Context: an optimization exercise on an open-source flow, tuned for small area, a short achievable clock period and few clock cycles. The choices shown serve that exercise and are no tape-out recipe. In this exercise RTL edits were held to simulation tests only and were not proved equivalent to the original. Power and IR drop assume default switching activity.

File: flow/run.sh
#!/bin/bash
# synth_recipe.tcl (not shown) runs the flow's synth.tcl, then flattens the netlist and writes it again
# the make line also repeats each setting of config.mk as NAME=value (left out here)
make -C /OpenROAD-flow-scripts/flow DESIGN_CONFIG=/design/flow/config.mk WORK_HOME=/design/flow/orfs CLKGATE_MAP_FILE= SYNTH_SCRIPT=/design/flow/synth_recipe.tcl finish
File: flow/config.mk
export PLATFORM = sky130hd
export DESIGN_NAME = gemm_controller
export DESIGN_NICKNAME = gemm_controller
export VERILOG_FILES = /design/flow/design.v
export SDC_FILE = /design/flow/constraint.sdc
export NUM_CORES = 4
export LEC_CHECK = 0
export CAP_MARGIN = 20
export CORE_MARGIN = 2
export CORE_UTILIZATION = 40
export PLACE_DENSITY = 0.6
export SLEW_MARGIN = 20
File: flow/constraint.sdc
create_clock -name core_clock -period 8.0 [get_ports {clk}]
set_input_delay 1.6000 -clock core_clock [delete_from_list [all_inputs] [get_ports {clk}]]
set_output_delay 1.6000 -clock core_clock [all_outputs]
set_load 0.01 [all_outputs]
File: flow/design.v
package mp_types;
  typedef enum logic [1:0] {
    PREC_INT8  = 2'b00,
    PREC_FP16  = 2'b01,
    PREC_FP32  = 2'b10
  } prec_e;
  localparam int W_INT8 = 8;
  localparam int W_FP16 = 16;  
  localparam int W_FP32 = 32;  
  localparam int W_ACC_INT8 = 32;  
endpackage
module int8_mac (
  input  logic         clk,
  input  logic         rstn,
  input  logic         valid,
  input  logic  [7:0]  a,
  input  logic  [7:0]  b,
  input  logic  [31:0] acc_in,
  output logic  [31:0] acc_out
);
  logic signed [15:0] prod;
  assign prod = $signed(a) * $signed(b);
  assign acc_out = acc_in + {{16{prod[15]}}, prod};
endmodule
module pe_cell #(
  parameter mp_types::prec_e PREC = mp_types::PREC_INT8
)(
  input  logic clk,
  input  logic rstn,
  input  logic valid,
  input  logic [31:0] acc_in,
  input  logic [31:0] a_in,
  input  logic [31:0] b_in,
  output logic [31:0] acc_out
);
  generate
    if (PREC == mp_types::PREC_INT8) begin : g_int8
      int8_mac u_mac (
        .clk(clk), .rstn(rstn), .valid(valid),
        .a(a_in[7:0]), .b(b_in[7:0]),
        .acc_in(acc_in), .acc_out(acc_out)
      );
    end
  endgenerate
endmodule
module gemm_controller #(
  parameter int MAX_ELEMS = 16384,
  parameter mp_types::prec_e PREC = mp_types::PREC_INT8
)(
  input  logic        clk,
  input  logic        rstn,
  input  logic        start,
  input  logic [15:0] M, K, Ncols,    
  output logic        done,
  output logic [$clog2(MAX_ELEMS)-1:0] addr_A,
  input  logic [31:0]                  data_A,
  output logic [$clog2(MAX_ELEMS)-1:0] addr_B,
  input  logic [31:0]                  data_B,
  output logic [$clog2(MAX_ELEMS)-1:0] addr_C,
  output logic [31:0]                  data_C,
  output logic                         we_C
);
  typedef enum logic [2:0] {S_IDLE, S_LOAD, S_READ, S_MAC, S_STORE, S_NEXT, S_DONE} state_e;
  state_e s;
  logic [31:0] acc;
  logic [15:0] i,j,k;
  logic [31:0] acc_next;
  function automatic [$clog2(MAX_ELEMS)-1:0] idx_A(input integer r, input integer c);
    idx_A = r*K + c;
  endfunction
  function automatic [$clog2(MAX_ELEMS)-1:0] idx_B(input integer r, input integer c);
    idx_B = r*Ncols + c;
  endfunction
  function automatic [$clog2(MAX_ELEMS)-1:0] idx_C(input integer r, input integer c);
    idx_C = r*Ncols + c;
  endfunction
  pe_cell #(.PREC(PREC)) u_pe (
    .clk(clk), .rstn(rstn), .valid(s==S_MAC),
    .acc_in(acc), .a_in(data_A), .b_in(data_B), .acc_out(acc_next)
  );
  always_ff @(posedge clk) begin
    if (!rstn) begin
      s    <= S_IDLE; done <= 1'b0; we_C <= 1'b0;
      i<='0; j<='0; k<='0; acc<='0; addr_A<='0; addr_B<='0;
    end else begin
      we_C <= 1'b0; done <= 1'b0;
      unique case (s)
        S_IDLE: if (start) begin i<=0; j<=0; k<=0; acc<='0; s<=S_LOAD; end
        S_LOAD: begin
          addr_A <= idx_A(i,k);
          addr_B <= idx_B(k,j);
          s <= S_READ;
        end
        S_READ: begin
          s <= S_MAC;
        end
        S_MAC: begin
          acc <= acc_next;
          if (k+1 < K) begin
            k <= k+1;
            s <= S_LOAD;
          end else begin
            s <= S_STORE;
          end
        end
        S_STORE: begin
          addr_C <= idx_C(i,j);
          data_C <= acc;
          we_C   <= 1'b1;
          s <= S_NEXT;
        end
        S_NEXT: begin
          acc <= '0; k <= 0;
          if (j+1 < Ncols) begin j <= j+1; s <= S_LOAD; end
          else if (i+1 < M) begin j <= 0; i <= i+1; s <= S_LOAD; end
          else begin s <= S_DONE; end
        end
        S_DONE: begin done <= 1'b1; s <= S_IDLE; end
      endcase
    end
  end
endmodule
==> results of run 1 <==
## final timing paths
check | to | slack, ns | cells after the start | start
worst max-delay path | acc[31] | 0.20 | 27 | data_A[7]
worst min-delay path | addr_A[6] | 0.45 | 2 | addr_A[6]
worst max register to register | addr_A[13] | 1.93 | 18 | i[9]
worst min register to register | addr_A[6] | 0.45 | 2 | addr_A[6]
## sequential cells by signal (all words and copies together) (netlist names)
signal / cells
acc: 32
addr_A: 14
addr_B: 14
addr_C: 14
data_C: 32
done: 1
i: 16
j: 16
k: 16
s: 3
we_C: 1
## synthesized netlist by cell type (32+ instances only)
cell / count
dfxtp_1: 113
and3_1: 36
a21o_1: 32
and2_1: 155
nand3_1: 36
edfxtp_1: 46
clkbuf_1: 91
a21oi_1: 92
nor2_1: 95
xor2_1: 45
ha_1: 236
nand2_1: 308
inv_1: 397
fa_1: 260
o21ai_0: 76
xnor2_1: 136
## cells in the final DEF (no fill, tap or decap), drive strengths merged, types with 11 or more instances in the layout
cell	Yosys	final
ha	236	236
nor2b	15	15
a21o	32	32
a31oi	15	15
a211oi	17	17
a21oi	92	92
edfxtp	46	46
o221ai	11	11
xor2	45	45
nand2b	12	12
o21bai	17	17
clkdlybuf4s50	0	133
nand4	11	11
buf	16	146
dfxtp	113	113
nand2	309	309
inv	397	407
nor3	28	28
o221a	13	13
o21a	18	18
fa	260	260
clkbuf	91	19
and2	155	155
or3	14	14
a22oi	17	17
nand3	36	36
xnor2	136	136
o21ai	88	88
nor2	96	96
and3	46	46
## power by group through the flow
stage / clock, mW / sequential [mW] / combinational [mW]
global placement: 0 / 0.901 / 2.91
floorplan: 0 / 0.887 / 1.86
finish: 0.813 / 0.883 / 3.36
detailed placement: 0 / 0.900 / 2.99
CTS: 0.838 / 0.883 / 3.02
global route: 0.867 / 0.887 / 3.72
## critical path, cell delays in order
cell	delay (ns)
clkdlybuf4s50_1	0.44
buf_4	0.17
and2_2	0.20
fa_1	0.59
inv_1	0.09
buf_4	0.14
fa_1	0.56
fa_1	0.44
fa_1	0.52
inv_1	0.04
ha_1	0.30
or2_2	0.31
a21oi_1	0.15
a31oi_1	0.07
xnor2_1	0.33
buf_4	0.22
buf_4	0.12
ha_1	0.26
a21oi_1	0.16
a21boi_0	0.11
a311oi_2	0.29
nand4_1	0.26
buf_4	0.22
nand3_1	0.08
and3_4	0.19
o31ai_2	0.06
a21bo_2	0.24
## timing repair
item	4_1_cts	5_1_grt
pin swaps	0	21
resized for setup	1	49
buffers inserted	0	9
setup endpoints to repair	1	12
hold buffers	0	0
## metal layers
metal,vias to the layer above,GRT usage [%],part of all wire [%]
li1,8402,-,-
met2,396,37.1,48
met5,-,0,0.13
met1,8637,27.7,44
met3,93,4.08,5.1
met4,12,7.13,2.8
## kinds of logic after synthesis
kind of cell | count (synthesis) | synth area share (%)
XOR/XNOR | 183 | 7.54
AO/OA/AOI/OAI | 379 | 11.8
multiplexers | 2 | 0.0983
buffers and inverters | 504 | 8.84
adder cells (fa/ha/maj) | 496 | 37.7
flip-flops | 159 | 16.8
AND/OR/NAND/NOR | 751 | 17.1
## area by class of cell
type                            count  area, um^2
Clock buffer                       19         433
Antenna cell                        4        10.0
Tap cell                          696         871
Timing Repair Buffer              288        2570
Sequential cell                   159        3640
Fill cell                        5156       28200
Multi-Input combinational cell   1811       16300
Clock inverter                     13         120
Inverter                          397        1490
==> impl_summary.txt, run 1 <==
----------------------------------------------------
[Final layout]
  Post-layout instance count excluding filler cells ... 3387
  Ratio of cells with drive above 1 in the final layout ... 9.16%
  Final Instance Area ... 25400 um^2
  Syn-to-layout area delta ... 17.4%
  Net count, final ... 3285
  Layout Utilization ... 47.4%

[Detailed routing]
  DRC Markers ... 0
  DR pass1 iterations ... 5
  Violation count after the first detailed-routing iteration ... 1014
  Wirelength per Cell ... 17.4 um
  Wire length after detailed routing ... 58.8 mm
  Number of antenna-violating nets in the routed design ... 0
  Via count ... 17500
  Mean number of vias per cell ... 5.18

[Status]
  Run status ... no timing/DRC/antenna violations

[Timing]
  Number of max-slew violations in the final report ... 0
  Crit path time final ... 7.80 ns
  Total negative slack ... 0 ns
  Post-Route Hold Slack ... 0.453 ns
  Setup ws final ... 0.201 ns
  Transition time of the tightest slew-check pin ... 0.982 ns
  Post-route clock skew ... 0.0148 ns
  Highest Clock Rate ... 128 MHz
  Max_slew headroom ... 34.3%
  Final setup violation count ... 0
  Hold violation total from the final report ... 0
  Share of the clock period used by the worst path ... 97.5%
  Setup repair after global routing missed its margin ... yes

[Placed design]
  Inst Count DP ... 3342
  Post-placement worst setup slack ... -0.503 ns
  Number of I/O port buffers ... 142
  Post-detailed-placement cell area ... 24600 um^2
  Final HPWL DP ... 46.7 mm
  Final estimated routing congestion in global placement ... 0.916

[Global routing]
  Leftover overflow at the end of global routing ... 0
  Wire length of the first global-routing pass ... 96.1 mm
  Number of antenna violations at the first check in global routing ... 9
  Vias in the first global route ... 18400
  Largest net degree at the start of global routing ... 58
  Global-route usage over all layers ... 21.7%

[Clock tree]
  # clock sinks ... 159
  Maximum buffer depth of the clock tree ... 2
  Number of buffers added by the clock tree synthesis step ... 17
  Max H-tree Level ... 4
  Clock transition at path regs ... 0.07 ns
  Worst skew pair latency ... 0.49 ns
  Clk Tree Root Cell ... clkbuf_16
  CTS tree ... done

[Synthesis]
  Async set-reset flop share out of synthesis ... 0%
  Cells taking the most area after synthesis ... fa_1 24%, ha_1 14%, dfxtp_1 10%
  Area share of the largest cell type after synthesis ... 24.1%
  Count of flip-flops with a built-in enable after synthesis ... 46
  Netlist area before placement ... 21600 um^2
  Syn avg cell area ... 8.74 um^2
  Sequential area share after synthesis ... 16.8%
  Number of nets produced by synthesis ... 3085
  Synth unique cells ... 81
  Synthesis-stage register bit count ... 159
  YS warnings ... 1
  Post-synth top flop ... dfxtp_1
  Yosys top cell by area ... fa_1
  Post-Syn Instances ... 2474

[Floorplanning]
  Initial Util ... 40.4%
  Area enclosed by the die boundary ... 56000 um^2
  Die boundary width ... 237 um
  Placeable core region ... 53600 um^2
  Count of boundary I/O pins ... 191
  Die H ... 237 um
  Row Count ... 85

[Worst setup path]
  Arrival time at the worst endpoint ... 8.18 ns
  Critical Path Source Type ... input pin
  Critical Path Fanout Max ... 7
  Critical path class ... input pin to register
  Setup crit end kind ... register
  Worst EP required ... 8.38 ns

[Pwr]
  Power Density ... 199 nW/um^2
  Reported net switching power ... 2.15 mW
  Largest voltage drop on the vdd net ... 0.000282 V
  Sw Share ... 42.5%
  Logic gate share of total power ... 66.5%
  Static leakage ... 12.2 nW
  Proportion of power drawn by the clock network ... 16.1%
  Internal Pwr Total ... 2.91 mW
  Relative contribution of sequential cells to total power ... 17.5%
  Overall power ... 5.06 mW

[Worst hold path]
  Hold crit path type ... register to register

[Flow run]
  Number of max-cap violations ... 0

----------------------------------------------------
Testbench counts, summed over its fixed seeds: cycles 241,739.
==> run 2: changes to the inputs <==
==> flow/design.v (replaced) <==
package mp_types;
  typedef enum logic [1:0] {
    PREC_INT8  = 2'b00,
    PREC_FP16  = 2'b01,
    PREC_FP32  = 2'b10
  } prec_e;
  localparam int W_INT8 = 8;
  localparam int W_FP16 = 16;  
  localparam int W_FP32 = 32;  
  localparam int W_ACC_INT8 = 32;  
endpackage
module gemm_controller #(
  parameter int MAX_ELEMS = 16384,
  parameter mp_types::prec_e PREC = mp_types::PREC_INT8
)(
  input  logic        clk,
  input  logic        rstn,
  input  logic        start,
  input  logic [15:0] M, K, Ncols,
  output logic        done,
  output logic [$clog2(MAX_ELEMS)-1:0] addr_A,
  input  logic [31:0]                  data_A,
  output logic [$clog2(MAX_ELEMS)-1:0] addr_B,
  input  logic [31:0]                  data_B,
  output logic [$clog2(MAX_ELEMS)-1:0] addr_C,
  output logic [31:0]                  data_C,
  output logic                         we_C
);
  localparam int AW = $clog2(MAX_ELEMS);
  logic          run;
  logic [AW-1:0] kc, jc, ic, rowbase;
  logic          kfirst;
  logic [AW:0]   kc1, jc1, ic1;
  logic [AW-1:0] addrA1;
  logic          lastk, lastj, lasti, go;
  assign kc1    = {1'b0, kc} + 1'b1;
  assign jc1    = {1'b0, jc} + 1'b1;
  assign ic1    = {1'b0, ic} + 1'b1;
  assign addrA1 = addr_A + 1'b1;
  assign lastk  = (kc1 == K[AW:0]);
  assign lastj  = (jc1 == Ncols[AW:0]);
  assign lasti  = (ic1 == M[AW:0]);
  assign go     = run | start;
  logic f1_first, f1_last, f1_final;
  logic f2_first, f2_last, f2_final;
  logic f3_first, f3_last, f3_final;
  always_ff @(posedge clk) begin
    if (!rstn) begin
      run <= 1'b0; kc <= '0; jc <= '0; ic <= '0; rowbase <= '0; kfirst <= 1'b1;
      addr_A <= '0; addr_B <= '0;
      f1_first <= 1'b0; f1_last <= 1'b0; f1_final <= 1'b0;
    end else begin
      f1_first <= go & kfirst;
      f1_last  <= go & lastk;
      f1_final <= go & lastk & lastj & lasti;
      if (go) begin
        if (!lastk) begin
          run    <= 1'b1;
          kfirst <= 1'b0;
          kc     <= kc1[AW-1:0];
          addr_A <= addrA1;
          addr_B <= addr_B + Ncols[AW-1:0];
        end else begin
          kfirst <= 1'b1;
          kc     <= '0;
          if (!lastj) begin
            run    <= 1'b1;
            jc     <= jc1[AW-1:0];
            addr_A <= rowbase;
            addr_B <= jc1[AW-1:0];
          end else begin
            jc     <= '0;
            addr_B <= '0;
            if (!lasti) begin
              run     <= 1'b1;
              ic      <= ic1[AW-1:0];
              addr_A  <= addrA1;
              rowbase <= addrA1;
            end else begin
              run     <= 1'b0;
              ic      <= '0;
              addr_A  <= '0;
              rowbase <= '0;
            end
          end
        end
      end
    end
  end
  logic signed [7:0]  a_r, b_r;
  logic signed [15:0] p;
  logic        [29:0] acc;
  always_ff @(posedge clk) begin
    a_r <= data_A[7:0];
    b_r <= data_B[7:0];
    p   <= a_r * b_r;
    acc <= (f3_first ? 30'd0 : acc) + {{14{p[15]}}, p};
  end
  always_ff @(posedge clk) begin
    if (!rstn) begin
      f2_first <= 1'b0; f2_last <= 1'b0; f2_final <= 1'b0;
      f3_first <= 1'b0; f3_last <= 1'b0; f3_final <= 1'b0;
      we_C <= 1'b0; done <= 1'b0; addr_C <= '0;
    end else begin
      f2_first <= f1_first; f2_last <= f1_last; f2_final <= f1_final;
      f3_first <= f2_first; f3_last <= f2_last; f3_final <= f2_final;
      we_C <= f3_last;
      done <= f3_final;
      if (done)      addr_C <= '0;
      else if (we_C) addr_C <= addr_C + 1'b1;
    end
  end
  assign data_C = {{2{acc[29]}}, acc};
endmodule
--- a/flow/config.mk
+++ b/flow/config.mk
@@ -11,2 +11,3 @@
 export PLACE_DENSITY = 0.6
+export SETUP_SLACK_MARGIN = 4
 export SLEW_MARGIN = 20
==> run 2 against run 1 <==
  * Largest cell class unchanged
  * Non-clock buffer count decreased by 88
  * Die area decreased by 41%
  * First-iteration DRC count decreased by 44%
  * Routed wire length decreased by 43%
  * Sequential power increased by 29%
  * Highest routed layer is now met4
==> impl_summary.txt, run 2 <==
----------------------------------------------------
[Status]
  Run status ... no timing/DRC/antenna violations (unchanged)

[Timing]
  Crit path time final ... 4.40 ns (was 7.80 ns)
  Post-route clock skew ... 0.0150 ns (was 0.0148 ns)
  Hold violation total from the final report ... 0 (unchanged)
  Max_slew headroom ... 52.3% (was 34.3%)
  Setup ws final ... 3.60 ns (was 0.201 ns)
  Setup repair after global routing missed its margin ... yes (unchanged)
  Highest Clock Rate ... 228 MHz (was 128 MHz)
  Share of the clock period used by the worst path ... 54.9% (was 97.5%)
  Final setup violation count ... 0 (unchanged)
  Total negative slack ... 0 ns (unchanged)
  Number of max-slew violations in the final report ... 0 (unchanged)
  Transition time of the tightest slew-check pin ... 0.710 ns (was 0.982 ns)

[Global routing]
  Vias in the first global route ... 11000 (was 18400)
  Wire length of the first global-routing pass ... 55.1 mm (was 96.1 mm)
  Global-route usage over all layers ... 20.4% (was 21.7%)
  Number of antenna violations at the first check in global routing ... 1 (was 9)
  Largest net degree at the start of global routing ... 54 (was 58)
  Leftover overflow at the end of global routing ... 0 (unchanged)

[Final layout]
  Most used cells in the layout excluding fill and tap cells ... 157 x dfxtp_1, 129 x a21oi_1, 122 x clkdlybuf4s50_1, 103 x inv_1, 102 x nor2_1 (was 394 x inv_1, 308 x nand2_1, 259 x fa_1, 233 x ha_1, 153 x and2_1)
  Layout Utilization ... 51.2% (was 47.4%)
  Flip-flop count of the largest register, all copies and words added ... 30
  Register with the highest flop count ... acc
  Net count, final ... 1936 (was 3285)
  Commonest non-fill, non-tap cell in the layout ... dfxtp_1 (was inv_1)
  Diode insertion count for antenna repair ... 0 (was 4)
  Syn-to-layout area delta ... 26.9% (was 17.4%)
  Leading registers by flop count ... acc x30, p x16 (was acc x32, data_C x32)
  Final Instance Area ... 16000 um^2 (was 25400 um^2)
  Ratio of cells with drive above 1 in the final layout ... 12.5% (was 9.16%)

[Worst setup path]
  Number of buffers and inverters on the critical path ... 5 (was 8)
  Endpoint of the most critical register-to-register path ... p[15] (was addr_A[13])
  Crit. Startpoint ... b_r[4] (was data_A[7])
  Cell Chain, Critical Path ... and2_4 -> fa_1 -> inv_2 -> fa_1 -> inv_1 -> fa_1 -> inv_1 -> fa_1 -> inv_2 -> ha_4 -> inv_2 -> o21ai_2 -> a21oi_2 -> nor2b_2 -> o2111ai_2 -> nand3_2 -> o41a_1 -> xnor2_2
  Register-to-register setup slack ... 3.60 ns (was 1.93 ns)
  Cell at the slowest stage of the critical path ... fa_1 (unchanged)
  Critical Path Source Type ... register (was input pin)
  Critical path class ... register to register (was input pin to register)
  Setup crit end kind ... register (unchanged)
  Arrival time at the worst endpoint ... 4.74 ns (was 8.18 ns)
  Critical Path Fanout Max ... 8 (was 7)
  Worst path most repeated cell ... fa_1 (was buf_4)
  Crit Reg-Reg Startpoint ... b_r[4] (was i[9])
  Worst EP required ... 8.34 ns (was 8.38 ns)
  Cell type group with the largest total delay on the critical path ... adder cells (unchanged)
  Highest cell delay on the worst timing path ... 0.54 ns (was 0.59 ns)
  Number of cells traversed by the worst register-to-register path ... 18 (unchanged)

[Detailed routing]
  Number of antenna-violating nets in the routed design ... 0 (unchanged)
  Wire length after detailed routing ... 33.5 mm (was 58.8 mm)
  Wirelength per Cell ... 15.9 um (was 17.4 um)
  DRC Markers ... 0 (unchanged)
  Via count ... 11400 (was 17500)
  Mean number of vias per cell ... 5.44 (was 5.18)
  Violation count after the first detailed-routing iteration ... 568 (was 1014)
  DR pass1 iterations ... 7 (was 5)

[Pwr]
  Power Density ... 289 nW/um^2 (was 199 nW/um^2)
  Overall power ... 4.64 mW (was 5.06 mW)
  Largest voltage drop on the vdd net ... 0.000155 V (was 0.000282 V)
  Static leakage ... 6.36 nW (was 12.2 nW)

[Placed design]
  Post-placement worst setup slack ... 2.38 ns (was -0.503 ns)
  Number of I/O port buffers ... 139 (was 142)
  Final HPWL DP ... 23.0 mm (was 46.7 mm)
  Final estimated routing congestion in global placement ... 0.838 (was 0.916)
  Post-detailed-placement cell area ... 14400 um^2 (was 24600 um^2)

[Clock tree]
  CTS tree ... done (unchanged)
  Number of buffers added by the clock tree synthesis step ... 17 (unchanged)
  Clk Tree Root Cell ... clkbuf_16 (unchanged)
  Clock transition at path regs ... 0.07 ns (about the same)
  # clock sinks ... 173 (was 159)
  Max H-tree Level ... 4 (unchanged)
  Worst skew pair latency ... 0.44 ns (was 0.49 ns)
  Hold buffer count at cts ... 0 (unchanged)
  Maximum buffer depth of the clock tree ... 2 (unchanged)

[Worst hold path]
  Hold crit path type ... register to register (unchanged)
  Cell depth of the worst min-delay path ... 1 (was 2)
  Hold Startpoint ... f2_last (was addr_A[6])
  Sink of the worst hold path ... f3_last (was addr_A[6])

[Synthesis]
  Async set-reset flop share out of synthesis ... 0% (unchanged)
  Area share of the largest cell type after synthesis ... 27.4% (was 24.1%)
  Post-Syn Instances ... 1530 (was 2474)
  Count of flip-flops with a built-in enable after synthesis ... 0 (was 46)
  Cells taking the most area after synthesis ... dfxtp_1 27%, fa_1 9.0%, ha_1 7.5% (was fa_1 24%, ha_1 14%, dfxtp_1 10%)
  Commonest cells in the netlist ... 173 x dfxtp_1, 136 x a21oi_1, 112 x inv_1 (was 397 x inv_1, 308 x nand2_1, 260 x fa_1)
  Synth unique cells ... 73 (was 81)
  Netlist area before placement ... 12600 um^2 (was 21600 um^2)
  Yosys top cell by area ... dfxtp_1 (was fa_1)
  Number of nets produced by synthesis ... 1778 (was 3085)
  Post-synth top flop ... dfxtp_1 (unchanged)
  Top-count cell post-synth ... dfxtp_1 (was inv_1)
  Synthesis-stage register bit count ... 173 (was 159)
  Sequential area share after synthesis ... 27.4% (was 16.8%)
  YS warnings ... 1 (unchanged)
  Syn avg cell area ... 8.26 um^2 (was 8.74 um^2)

[Floorplanning]
  Placeable core region ... 31300 um^2 (was 53600 um^2)
  Initial Util ... 40.4% (about the same)
  Count of boundary I/O pins ... 191 (unchanged)
  Row Count ... 65 (was 85)
  Die boundary width ... 182 um (was 237 um)
  Area enclosed by the die boundary ... 33000 um^2 (was 56000 um^2)
  Die H ... 182 um (was 237 um)

[Flow run]
  Number of max-cap violations ... 0 (unchanged)

----------------------------------------------------
run 2: changes by cell type after synthesis, moves of 14 or more:
| cell | previous run | this run |
|---|---|---|
| nand3_1 | 36 | 50 |
| nor2_1 | 95 | 110 |
| ha_1 | 236 | 76 |
| and2_1 | 155 | 60 |
| a21oi_1 | 92 | 136 |
| nor2b_1 | 15 | 48 |
| clkbuf_1 | 91 | 55 |
| o21bai_1 | 17 | 3 |
| inv_1 | 397 | 112 |
| dfxtp_1 | 113 | 173 |
| fa_1 | 260 | 57 |
| nand2_1 | 308 | 79 |
| edfxtp_1 | 46 | 0 |
| xnor2_1 | 136 | 84 |
run 2: timing repair:
action | in CTS | in global routing
pin swaps | 30 | 25
gates cloned | 4 | 1
gates resized for setup | 73 | 68
endpoints found under the setup margin | 89 | 89
buffers inserted | 36 | 19
run 2: worst max-delay path by stage:
stage	end	slack (ns)	cells past startpoint
6_report	p[15]	3.60	18
5_1_grt	p[15]	3.44	18
4_1_cts	p[15]	3.71	18
3_5_place_dp	ic[1]	2.38	10
3_3_place_gp	rowbase[6]	2.47	10
2_1_floorplan	p[14]	3.94	18
run 2: layout make-up:
class                   instances  area [um^2]
multi-input cells            1184         9060
well taps                     402          503
repair buffers                200         1950
clock inverters                13          176
inverters                     112          420
clock buffers                  18          429
fillers                      2929        15300
flip-flops and latches        173         3510
run 2: kinds of logic (layout without fill, tap and decap cells):
family,Yosys count,count (layout),share of synthesized area (%)
flops,173,173,27.4
fa+ha+maj,133,133,16.5
simple gates,544,549,23.3
mux,11,11,0.891
compound gates,362,362,17.5
buf+inv,178,343,5.41
xor+xnor,129,129,9.00
run 2: layer usage:
metal  track usage [%]  vias to the layer above  part of all wire (%)
met5                 0                        -                     0
met4              6.24                        0                   1.8
met3              3.57                       44                   4.8
met2              32.5                      272                    45
met1              28.3                     5441                    48
li1                  -                     5682                     -
run 2: metrics by stage:
stage / cells / hold WS, ns
finish: 2102 / 0.429
floorplan: 1530 / 0.412
global placement: 2011 / 0.414
global route: 2102 / 0.437
detailed placement: 2011 / 0.420
CTS: 2082 / 0.432
run 2: where the power goes:
group          switching, mW  internal (mW)  total, mW
Combinational           1.32           1.30       2.62
Clock                  0.388          0.499      0.887
Sequential             0.105           1.04       1.14
Testbench counts of run 2, summed over its fixed seeds: cycles 75,061.
==> run 3: changes to the inputs <==
--- a/flow/config.mk
+++ b/flow/config.mk
@@ -11,3 +11,2 @@
 export PLACE_DENSITY = 0.6
-export SETUP_SLACK_MARGIN = 4
 export SLEW_MARGIN = 20
==> run 3 against run 2 <==
  * Clock power fell by 4.5%
  * Via count fell by 3.8%
  * Global-route usage fell by 1.0 points
  * Critical endpoint is now rowbase[13]
  * Largest cell class unchanged
  * Largest power group unchanged
==> impl_summary.txt, run 3 <==
----------------------------------------------------
[Status]
  Run status ... no timing/DRC/antenna violations (unchanged)

[Floorplanning]
  Placeable core region ... 31300 um^2 (unchanged)
  Die boundary width ... 182 um (unchanged)
  Initial Util ... 40.4% (unchanged)
  Area enclosed by the die boundary ... 33000 um^2 (unchanged)
  Count of boundary I/O pins ... 191 (unchanged)
  Row Count ... 65 (unchanged)
  Die H ... 182 um (unchanged)

[Timing]
  Transition time of the tightest slew-check pin ... 1.05 ns (was 0.710 ns)
  Final setup violation count ... 0 (unchanged)
  Total negative slack ... 0 ns (unchanged)
  Share of the clock period used by the worst path ... 66.7% (was 54.9%)
  Max_slew headroom ... 29.8% (was 52.3%)
  Post-route clock skew ... 0.0147 ns (was 0.0150 ns)
  Number of max-slew violations in the final report ... 0 (unchanged)
  Crit path time final ... 5.33 ns (was 4.40 ns)
  Hold violation total from the final report ... 0 (unchanged)
  Setup repair after global routing missed its margin ... no (was yes)
  Highest Clock Rate ... 188 MHz (was 228 MHz)

[Final layout]
  Commonest non-fill, non-tap cell in the layout ... dfxtp_1 (unchanged)
  Syn-to-layout area delta ... 18.1% (was 26.9%)
  Layout Utilization ... 47.7% (was 51.2%)
  Register area ... 3460 um^2 (was 3510 um^2)
  Ratio of cells with drive above 1 in the final layout ... 3.47% (was 12.5%)
  Flip-flop count of the largest register, all copies and words added ... 30 (unchanged)
  Most used cells in the layout excluding fill and tap cells ... 173 x dfxtp_1, 139 x clkdlybuf4s50_1, 136 x a21oi_1, 111 x inv_1, 109 x nor2_1 (was 157 x dfxtp_1, 129 x a21oi_1, 122 x clkdlybuf4s50_1, 103 x inv_1, 102 x nor2_1)
  Multi-input gate area ... 8510 um^2 (was 9060 um^2)
  Leading registers by flop count ... acc x30, p x16 (unchanged)
  Number of fillers in the final layout ... 3087 (was 2929)
  Net count, final ... 1879 (was 1936)
  Register with the highest flop count ... acc (unchanged)

[Worst setup path]
  Setup crit end kind ... register (unchanged)
  Number of buffers and inverters on the critical path ... 1 (was 5)
  Number of cells traversed by the worst register-to-register path ... 17 (was 18)
  Worst setup path endpoint ... rowbase[13] (was p[15])
  Worst EP required ... 8.36 ns (was 8.34 ns)
  Register-to-register setup slack ... 3.06 ns (was 3.60 ns)
  Cell Chain, Critical Path ... clkdlybuf4s50_1 -> xor2_2 -> xnor2_1 -> or4_1 -> nor4_2 -> nand3_1 -> nor4_4 -> nand3_2 -> or3_1 -> a21oi_1 (was and2_4 -> fa_1 -> inv_2 -> fa_1 -> inv_1 -> fa_1 -> inv_1 -> fa_1 -> inv_2 -> ha_4 -> inv_2 -> o21ai_2 -> a21oi_2 -> nor2b_2 -> o2111ai_2 -> nand3_2 -> o41a_1 -> xnor2_2)
  Highest cell delay on the worst timing path ... 0.77 ns (was 0.54 ns)
  Crit. Startpoint ... K[3] (was b_r[4])
  Crit Reg-Reg Startpoint ... b_r[7] (was b_r[4])
  Endpoint of the most critical register-to-register path ... p[14] (was p[15])
  Cell type group with the largest total delay on the critical path ... simple AND/OR/NAND/NOR gates (was adder cells)
  Critical Path Fanout Max ... 41 (was 8)
  Cell at the slowest stage of the critical path ... nand3_2 (was fa_1)
  Depth of the critical timing path with buffers and inverters included ... 10 (was 18)
  Critical path class ... input pin to register (was register to register)
  Arrival time at the worst endpoint ... 5.69 ns (was 4.74 ns)
  Critical Path Source Type ... input pin (was register)

[Detailed routing]
  Mean number of vias per cell ... 5.38 (was 5.44)
  Violation count after the first detailed-routing iteration ... 774 (was 568)
  Via count ... 11000 (was 11400)
  DR pass1 iterations ... 5 (was 7)
  Wirelength per Cell ... 15.4 um (was 15.9 um)
  DRC Markers ... 0 (unchanged)
  Wire length after detailed routing ... 31.5 mm (was 33.5 mm)
  Number of antenna-violating nets in the routed design ... 0 (unchanged)

[Clock tree]
  Clock transition at path regs ... 0.07 ns (about the same)
  Clk Tree Root Cell ... clkbuf_16 (unchanged)
  # clock sinks ... 173 (unchanged)
  Worst skew pair latency ... 0.44 ns (about the same)
  Hold buffer count at cts ... 0 (unchanged)
  Number of buffers added by the clock tree synthesis step ... 17 (unchanged)
  CTS tree ... done (unchanged)
  Max H-tree Level ... 4 (unchanged)
  Post-CTS setup-driven buffer insertion count ... 0 (was 36)
  Number of instances resized during post-cts repair ... 0 (was 73)
  Maximum buffer depth of the clock tree ... 2 (unchanged)

[Synthesis]
  Synthesis-stage register bit count ... 173 (unchanged)
  Yosys top cell by area ... dfxtp_1 (unchanged)
  Synth unique cells ... 73 (unchanged)
  Post-Syn Instances ... 1530 (unchanged)
  Post-synth top flop ... dfxtp_1 (unchanged)
  Cells taking the most area after synthesis ... dfxtp_1 27%, fa_1 9.0%, ha_1 7.5% (unchanged)
  Number of nets produced by synthesis ... 1778 (unchanged)
  Commonest cells in the netlist ... 173 x dfxtp_1, 136 x a21oi_1, 112 x inv_1 (unchanged)
  Syn avg cell area ... 8.26 um^2 (unchanged)
  Count of flip-flops with a built-in enable after synthesis ... 0 (unchanged)
  Sequential area share after synthesis ... 27.4% (unchanged)
  YS warnings ... 1 (unchanged)
  Netlist area before placement ... 12600 um^2 (unchanged)
  Top-count cell post-synth ... dfxtp_1 (unchanged)
  Area share of the largest cell type after synthesis ... 27.4% (unchanged)
  Async set-reset flop share out of synthesis ... 0% (unchanged)

[Global routing]
  Global-route usage over all layers ... 19.4% (was 20.4%)
  Leftover overflow at the end of global routing ... 0 (unchanged)
  Number of antenna violations at the first check in global routing ... 1 (unchanged)
  Vias in the first global route ... 10400 (was 11000)
  Largest net degree at the start of global routing ... 51 (was 54)
  Wire length of the first global-routing pass ... 52.7 mm (was 55.1 mm)

[Pwr]
  Static leakage ... 5.86 nW (was 6.36 nW)
  Power Density ... 288 nW/um^2 (was 289 nW/um^2)
  Largest voltage drop on the vdd net ... 0.000156 V (was 0.000155 V)

[Placed design]
  Number of I/O port buffers ... 139 (unchanged)
  Final estimated routing congestion in global placement ... 0.851 (was 0.838)
  Final HPWL DP ... 22.9 mm (was 23.0 mm)

[Flow run]
  Number of max-cap violations ... 0 (unchanged)

[Worst hold path]
  Hold crit path type ... register to register (unchanged)

----------------------------------------------------
==> run 3: changes by cell type in the layout (fill, tap and decap cells not counted), sizes merged, moves of 2 or more <==
cell           before  now
clkdlybuf4s50     122  139
dlygate4sd2         2    0
clkinv              1    4
buf                62    9
inv               119  116
nand3              56   52
dlymetal6s2s       12    0
==> run 3: how the worst min path moves through the flow <==
stage | depth (start not counted) | startpoint | end
6_report | 1 | f2_last | f3_last
5_1_grt | 1 | f2_first | f3_first
4_1_cts | 1 | f2_last | f3_last
3_5_place_dp | 1 | f2_final | f3_final
3_3_place_gp | 1 | f2_first | f3_first
2_1_floorplan | 1 | f3_final | done
==> run 3: power breakdown <==
part | total, mW | switching [mW] | internal [mW]
Combinational | 2.31 | 1.21 | 1.10
Clock | 0.847 | 0.376 | 0.471
Sequential | 1.14 | 0.105 | 1.04
==> run 3: per-layer routing <==
layer	part of all wire [%]	global-route usage, %
met1	51	28.0
met2	44	30.2
met3	4.2	3.15
met4	1.4	4.94
met5	0	0
==> run 3: logic make-up after synthesis <==
kind of cell / Yosys count / share of synthesized area [%]
AO/OA/AOI/OAI: 362 / 17.5
XOR/XNOR: 129 / 9.00
adder cells (fa/ha/maj): 133 / 16.5
buffers and inverters: 178 / 5.41
flip-flops: 173 / 27.4
multiplexers: 11 / 0.891
AND/OR/NAND/NOR: 544 / 23.3
==> run 3: metrics by stage <==
stage          hold WS [ns]  area, um^2  power [mW]  setup slack [ns]  cells
5_1_grt               0.443       14900        4.68              2.43   2046
3_5_place_dp          0.417       14400        3.46              2.26   2014
2_1_floorplan         0.412       12600        2.83              3.58   1530
3_3_place_gp          0.413       14400        3.43              2.31   2014
6_report              0.433       14900        4.30              2.67   2046
4_1_cts               0.432       14900        4.34              2.71   2045
==> run 3: final cells by class <==
class | count | share of cell area (%)
flip-flops and latches | 173 | 23.2
well taps | 402 | 3.37
repair buffers | 148 | 9.77
multi-input cells | 1179 | 57.0
clock inverters | 12 | 0.913
diodes | 1 | 0.0168
clock buffers | 19 | 2.97
inverters | 112 | 2.81
==> run 4: changes to the inputs <==
--- a/flow/config.mk
+++ b/flow/config.mk
@@ -7,2 +7,3 @@
 export LEC_CHECK = 0
+export ABC_CLOCK_PERIOD_IN_PS = 3000
 export CAP_MARGIN = 20
@@ -11,2 +12,3 @@
 export PLACE_DENSITY = 0.6
+export SETUP_SLACK_MARGIN = 5
 export SLEW_MARGIN = 20
==> run 4 against run 3 <==
  * Still clean on timing, DRC and antenna
  * Sequential power barely moved
  * Final cell count rose by 5.0%
  * Fmax rose by 25%
  * Total power rose by 9.0%
  * Via count rose by 7.6%
  * First-iteration DRC count fell by 3.5%
  * Design area rose by 17%
  * Clock power rose by 8.4%
  * Critical endpoint is now p[15]
==> impl_summary.txt, run 4 <==
----------------------------------------------------
[Final layout]
  Most used cells in the layout excluding fill and tap cells ... 142 x dfxtp_1, 105 x nor2_1, 102 x inv_1, 89 x a21oi_1, 81 x xnor2_1 (was 173 x dfxtp_1, 139 x clkdlybuf4s50_1, 136 x a21oi_1, 111 x inv_1, 109 x nor2_1)
  Register area ... 3540 um^2 (was 3460 um^2)
  Multi-input gate area ... 9890 um^2 (was 8510 um^2)
  Commonest non-fill, non-tap cell in the layout ... dfxtp_1 (unchanged)
  Register with the highest flop count ... acc (unchanged)
  Ratio of cells with drive above 1 in the final layout ... 22.8% (was 3.47%)
  Net count, final ... 1982 (was 1879)
  Number of fillers in the final layout ... 2764 (was 3087)
  Diode insertion count for antenna repair ... 0 (was 1)
  Flip-flop count of the largest register, all copies and words added ... 30 (unchanged)
  Syn-to-layout area delta ... 38.4% (was 18.1%)
  Leading registers by flop count ... acc x30, p x16 (unchanged)

[Global routing]
  Leftover overflow at the end of global routing ... 0 (unchanged)
  Wire length of the first global-routing pass ... 58.8 mm (was 52.7 mm)
  Vias in the first global route ... 11400 (was 10400)
  Largest net degree at the start of global routing ... 69 (was 51)
  Number of antenna violations at the first check in global routing ... 0 (was 1)
  Global-route usage over all layers ... 21.8% (was 19.4%)

[Clock tree]
  Number of buffers added by the clock tree synthesis step ... 17 (unchanged)
  Max H-tree Level ... 4 (unchanged)
  Hold buffer count at cts ... 0 (unchanged)
  # clock sinks ... 173 (unchanged)
  Worst skew pair latency ... 0.44 ns (about the same)
  Clk Tree Root Cell ... clkbuf_16 (unchanged)
  Clock transition at path regs ... 0.07 ns (about the same)
  CTS tree ... done (unchanged)
  Maximum buffer depth of the clock tree ... 2 (unchanged)

[Timing]
  Post-route clock skew ... 0.0133 ns (was 0.0147 ns)
  Share of the clock period used by the worst path ... 53.4% (was 66.7%)
  Setup repair after global routing missed its margin ... yes (was no)
  Number of max-slew violations in the final report ... 0 (unchanged)
  Crit path time final ... 4.28 ns (was 5.33 ns)
  Hold violation total from the final report ... 0 (unchanged)
  Final setup violation count ... 0 (unchanged)
  Highest Clock Rate ... 234 MHz (was 188 MHz)
  Total negative slack ... 0 ns (unchanged)
  Transition time of the tightest slew-check pin ... 1.01 ns (was 1.05 ns)
  Max_slew headroom ... 32.7% (was 29.8%)

[Synthesis]
  Cells taking the most area after synthesis ... dfxtp_1 27%, fa_1 9.0%, ha_1 7.5% (unchanged)
  Synthesis-stage register bit count ... 173 (unchanged)
  Top-count cell post-synth ... dfxtp_1 (unchanged)
  Post-synth top flop ... dfxtp_1 (unchanged)
  Netlist area before placement ... 12600 um^2 (unchanged)
  Count of flip-flops with a built-in enable after synthesis ... 0 (unchanged)
  Synth unique cells ... 73 (unchanged)
  YS warnings ... 1 (unchanged)
  Async set-reset flop share out of synthesis ... 0% (unchanged)
  Post-Syn Instances ... 1530 (unchanged)
  Syn avg cell area ... 8.26 um^2 (unchanged)
  Area share of the largest cell type after synthesis ... 27.4% (unchanged)
  Number of nets produced by synthesis ... 1778 (unchanged)
  Commonest cells in the netlist ... 173 x dfxtp_1, 136 x a21oi_1, 112 x inv_1 (unchanged)
  Yosys top cell by area ... dfxtp_1 (unchanged)
  Sequential area share after synthesis ... 27.4% (unchanged)

[Floorplanning]
  Die H ... 182 um (unchanged)
  Die boundary width ... 182 um (unchanged)
  Area enclosed by the die boundary ... 33000 um^2 (unchanged)
  Initial Util ... 40.4% (unchanged)
  Count of boundary I/O pins ... 191 (unchanged)
  Row Count ... 65 (unchanged)
  Placeable core region ... 31300 um^2 (unchanged)

[Detailed routing]
  Violation count after the first detailed-routing iteration ... 747 (was 774)
  DR pass1 iterations ... 7 (was 5)
  Number of antenna-violating nets in the routed design ... 0 (unchanged)
  Wire length after detailed routing ... 36.8 mm (was 31.5 mm)
  Mean number of vias per cell ... 5.51 (was 5.38)
  DRC Markers ... 0 (unchanged)
  Wirelength per Cell ... 17.1 um (was 15.4 um)
  Via count ... 11800 (was 11000)

[Worst setup path]
  Worst EP required ... 8.31 ns (was 8.36 ns)
  Register-to-register setup slack ... 3.72 ns (was 3.06 ns)
  Endpoint of the most critical register-to-register path ... p[15] (was p[14])
  Critical path class ... register to register (was input pin to register)
  Crit Reg-Reg Startpoint ... a_r[7] (was b_r[7])
  Critical Path Source Type ... register (was input pin)
  Worst setup path endpoint ... p[15] (was rowbase[13])
  Setup crit end kind ... register (unchanged)
  Number of cells traversed by the worst register-to-register path ... 18 (was 17)
  Critical Path Fanout Max ... 6 (was 41)
  Crit. Startpoint ... a_r[7] (was K[3])
  Arrival time at the worst endpoint ... 4.59 ns (was 5.69 ns)

[Pwr]
  Internal Pwr Total ... 2.86 mW (was 2.61 mW)
  Sw Share ... 39.0% (was 39.2%)
  Logic gate share of total power ... 56.0% (was 53.7%)
  Static leakage ... 7.10 nW (was 5.86 nW)
  Largest voltage drop on the vdd net ... 0.000177 V (was 0.000156 V)
  Reported net switching power ... 1.83 mW (was 1.69 mW)
  Power Density ... 268 nW/um^2 (was 288 nW/um^2)
  Relative contribution of sequential cells to total power ... 24.5% (was 26.6%)
  Overall power ... 4.69 mW (was 4.30 mW)
  Proportion of power drawn by the clock network ... 19.6% (was 19.7%)

[Placed design]
  Number of I/O port buffers ... 139 (unchanged)
  Final estimated routing congestion in global placement ... 0.892 (was 0.851)
  Final HPWL DP ... 22.6 mm (was 22.9 mm)

[Flow run]
  Number of max-cap violations ... 0 (unchanged)

[Worst hold path]
  Hold crit path type ... register to register (unchanged)

[Status]
  Run status ... no timing/DRC/antenna violations (unchanged)

----------------------------------------------------
run 4: cell counts after synthesis:
Identical to the previous run, type by type.
run 4: layout make-up:
| type | instances | share of cell area [%] |
|---|---|---|
| Multi-Input combinational cell | 1189 | 56.6 |
| Sequential cell | 173 | 20.2 |
| Timing Repair Buffer | 241 | 14.3 |
| Tap cell | 402 | 2.88 |
| Clock buffer | 19 | 2.59 |
| Inverter | 112 | 2.42 |
| Clock inverter | 13 | 1.03 |
run 4: cell families (layout without fill, tap and decap cells):
| logic type | count (synthesis) | after routing | synth area share, % |
|---|---|---|---|
| AND/OR/NAND/NOR | 544 | 554 | 23.3 |
| AO/OA/AOI/OAI | 362 | 362 | 17.5 |
| flip-flops | 173 | 173 | 27.4 |
| XOR/XNOR | 129 | 129 | 9.00 |
| multiplexers | 11 | 11 | 0.891 |
| buffers and inverters | 178 | 385 | 5.41 |
| adder cells (fa/ha/maj) | 133 | 133 | 16.5 |
run 4: worst min-delay path by stage:
stage | startpoint | end | slack (ns) | depth (start not counted)
after global routing | f3_final | done | 0.46 | 1
after CTS | f3_final | done | 0.44 | 1
final | f3_final | done | 0.43 | 1
after detailed placement | f3_final | done | 0.42 | 1
after floorplan | f3_final | done | 0.41 | 1
after global placement | f1_first | f2_first | 0.42 | 1
run 4: timing repair:
action / in CTS / in global routing
resized for setup: 199 / 182
setup endpoints to repair: 140 / 129
pin swaps: 83 / 91
setup buffers: 63 / 27
gates cloned: 12 / 3
run 4: critical path: stages, from the launching register on:
cell	delay (ns)
dfxtp_4	0.37
and2_4	0.18
fa_1	0.47
inv_1	0.05
fa_1	0.47
inv_1	0.05
fa_1	0.54
inv_2	0.04
fa_1	0.49
inv_2	0.05
ha_4	0.24
inv_2	0.05
o21ai_2	0.06
a21oi_2	0.17
nor2b_2	0.06
o2111ai_1	0.17
nand3_1	0.16
o41a_1	0.38
xnor2_2	0.16
run 4: per-stage QoR:
stage / std cells / instance area (um^2) / hold WS [ns] / utilization [%] / setup WS [ns]
5_1_grt: 2149 / 17500 / 0.459 / 55.9 / 3.57
6_report: 2149 / 17500 / 0.433 / 55.9 / 3.72
3_3_place_gp: 2012 / 14700 / 0.420 / 47.0 / 2.35
2_1_floorplan: 1530 / 13100 / 0.412 / - / 3.97
3_5_place_dp: 2012 / 14700 / 0.421 / 47.0 / 2.34
4_1_cts: 2119 / 16600 / 0.436 / 53.0 / 3.74
run 4: power by group through the flow:
stage / Clock, mW / Combinational [mW] / Sequential, mW
3_5_place_dp: 0 / 2.32 / 1.17
3_3_place_gp: 0 / 2.29 / 1.17
6_report: 0.918 / 2.62 / 1.15
2_1_floorplan: 0 / 1.72 / 1.18
5_1_grt: 0.970 / 2.93 / 1.17
4_1_cts: 0.937 / 2.48 / 1.15
run 4: layer usage:
layer / vias to the layer above / global-route usage, % / part of all wire (%)
met5: - / 0 / 0
met4: 0 / 6.02 / 2.0
met3: 57 / 3.67 / 5.8
met2: 374 / 34.9 / 45
met1: 5611 / 30.3 / 47
li1: 5797 / - / -

-- port drivers added, routing unchanged --
The results above use ideal ports. As a check the final layouts listed here were re-extracted and re-timed, cells and wires unchanged. Step 1 assumes that a clkbuf_16 drives the clock port and a buf_2 every other input. Step 2, shift: input delay + t, output delay - t, t = (earliest + latest rising clock arrival at the registers) / 2. This alone moves slack from input paths to output paths. Three values: ideal, step 1, step 2; two values: the first two.
| run | t (ns) | setup slack, ns | latest minus earliest clock arrival (ns) | slew at the worst register clock pin (ns) | worst slew at a driven data input, ns |
|---|---|---|---|---|---|
| run 1 | 0.539 | 0.201 / 0.230 / -0.309 | 0.016 / 0.016 | 0.07 / 0.07 | 0.08 |
| run 2 | 0.485 | 3.605 / 3.605 / 3.605 | 0.016 / 0.016 | 0.08 / 0.08 | 0.07 |
| run 3 | 0.486 | 2.668 / 2.694 / 2.207 | 0.015 / 0.015 | 0.07 / 0.07 | 0.08 |
| run 4 | 0.482 | 3.725 / 3.725 / 3.617 | 0.017 / 0.017 | 0.08 / 0.08 | 0.07 |
With both steps, setup timing fails in run 1, where it was met with ideal ports. The setup slack of run 1, which loses most, moves by +0.029 ns with the drivers and by -0.510 ns with both steps.
